This design comes from an exercise in tuning for small area, a short achievable clock period and few clock cycles per item on the open sky130 flow, not from production work. Where RTL was checked, it was by simulation tests only, not by an equivalence proof against the original.

Design tea, start of the top module:
module tea (
   input        clk,
   input        rstb,
   input [15:0] delta,
   input [ 2:0] round,
   input [63:0] key,
   input        enc_write,
   input [31:0] enc_wdata,
  output        enc_valid,
  output [31:0] enc_rdata,
   input        dec_write,
   input [31:0] dec_wdata,
  output        dec_valid,
  output [31:0] dec_rdata
);
For scale: about 1700 cells after synthesis, roughly 150 flip-flops, about 220 I/O pins, roughly 12000 um2 of cells after synthesis.
==> flow/config.mk <==
export PLATFORM = sky130hd
export DESIGN_NAME = tea
export DESIGN_NICKNAME = tea
export VERILOG_FILES = /design/flow/design.v
export SDC_FILE = /design/flow/constraint.sdc
export NUM_CORES = 4
export LEC_CHECK = 0
export ABC_AREA = 1
export CAP_MARGIN = 20
export CORE_MARGIN = 2
export CORE_UTILIZATION = 40
export SLEW_MARGIN = 20
==> flow/constraint.sdc <==
create_clock -name core_clock -period 11.0 [get_ports {clk}]
set_input_delay 2.2000 -clock core_clock [delete_from_list [all_inputs] [get_ports {clk}]]
set_output_delay 2.2000 -clock core_clock [all_outputs]
set_load 0.01 [all_outputs]
standard.sh (not shown) runs the stock make flow with config.mk's settings and CLKGATE_MAP_FILE= SYNTH_SCRIPT=/design/flow/synth_recipe.tcl, a recipe that flattens the netlist after the stock synthesis.
==> flow/flow/run.sh <==
#!/bin/bash
# Standard ORFS layout, with the port buffers made of buf_1 cells instead of
# the larger, slower cell buffer_ports picks by default.
set -o pipefail
export BUFFER_PORTS_ARGS="-buffer_cell sky130_fd_sc_hd__buf_1"
export SETUP_SLACK_MARGIN=6.8
bash standard.sh > standard.log 2>&1
The first run went through all stages and came out clean.
Change:
--- a/flow/flow/run.sh
+++ b/flow/flow/run.sh
@@ -6 +6 @@
-export SETUP_SLACK_MARGIN=6.8
+export SETUP_SLACK_MARGIN=7.0
Final area increases by 2.1%.
Critical path depth stays the same.
Core utilization is higher by 1.0 points.
Maximum frequency climbs by 4.7%.
No functional check of the RTL was part of any run of this note.

---

north:
Another version of the RTL of tea (not shown whole).
Size: roughly 1800 cells after synthesis, roughly 220 I/O pins.
export LEC_CHECK = 0
export ABC_AREA = 1
export CAP_MARGIN = 20
export CORE_MARGIN = 2
export CORE_UTILIZATION = 40
export SLEW_MARGIN = 20
create_clock -name core_clock -period 11.0 [get_ports {clk}]
==> flow/flow/run.sh <==
#!/bin/bash
# Standard ORFS layout, with the port buffers made of buf_1 cells instead of
# the larger, slower cell buffer_ports picks by default.
set -o pipefail
export BUFFER_PORTS_ARGS="-buffer_cell sky130_fd_sc_hd__buf_1"
export SETUP_SLACK_MARGIN=7.3
bash standard.sh > standard.log 2>&1
north finished all stages; the layout is clean.
Testbench counts of north, summed over its fixed seeds: cycles 85,704, items 2,560.
Here is what was changed in the inputs of south compared with north.
- PLACE_DENSITY: unset -> 0.7
- CORE_UTILIZATION: 40 -> 55
- CTS_BUF_LIST: unset -> sky130_fd_sc_hd__clkbuf_8
==> run notes <==
Compared with north, placement density in the core of south is higher. south and north ended up with nearly the same number of synthesized flops with an enable pin. From north to south the numbers moved as follows: first-iteration DRC count moved down. NOTE: number of clock buffers in the layout in south falls short of that of north. A last element of the critical path of u_dec.sum[8]$_DFF_P_ is what north shows, while enc_rdata[18] belongs to south. For south and north, there was not a single run that failed to finish clean. | worst slew margin relative to its limit | south vs north | 5.3 points lower |. Cell depth of the worst setup path on south is down relative to north. Going from north to south, overall routing resource usage grows by 7.2 points. south: via count of the first global-routing pass 53 below north.
Modified inputs, east compared to south
- swapping 55 for 40 in CORE_UTILIZATION
- clearing PLACE_DENSITY, which used to be 0.7
diff --git a/flow/flow/run.sh b/flow/flow/run.sh
--- a/flow/flow/run.sh
+++ b/flow/flow/run.sh
@@ -6 +6 @@
-export SETUP_SLACK_MARGIN=7.3
+export SETUP_SLACK_MARGIN=7.0
==> run notes <==
Core utilization (east over south): decrease, 18 points. From south to east the numbers moved as follows: sum of routed wire segments on met1 now sits higher, setup slack of the most critical reg-to-reg path now sits lower.

==> re-timing with driven ports <==
How much do the figures lean on ideal ports? The routed layouts below were timed once more, with nothing changed but the port constraints.
Step 1: set_driving_cell puts a clkbuf_16 on clk and a buf_2 on each other input, an assumption about the parent block.
Step 2 adds t to the input delays and takes it off the output delays; t is the mean of the earliest and latest rising clock arrival at the registers after step 1. Input paths then give back, and output paths get back, about the clock's delay inside the block.
Three values: ideal, step 1, step 2; two values: the first two.
run	shift t [ns]	setup WS [ns]	worst register clock-pin slew, ns
the first run of note 1	0.494	6.936 / 6.884 / 6.541	0.08 / 0.08
the second run of note 1	0.492	7.118 / 7.067 / 6.681	0.08 / 0.08
north	0.491	7.394 / 7.406 / 6.924	0.07 / 0.07
south	0.524	7.381 / 7.335 / 6.912	0.12 / 0.12
east	0.542	7.254 / 7.208 / 6.787	0.10 / 0.10
After both steps every run listed still meets setup and hold. For north, which loses most, drivers alone change the setup slack by +0.012 ns; drivers and shift together by -0.470 ns.
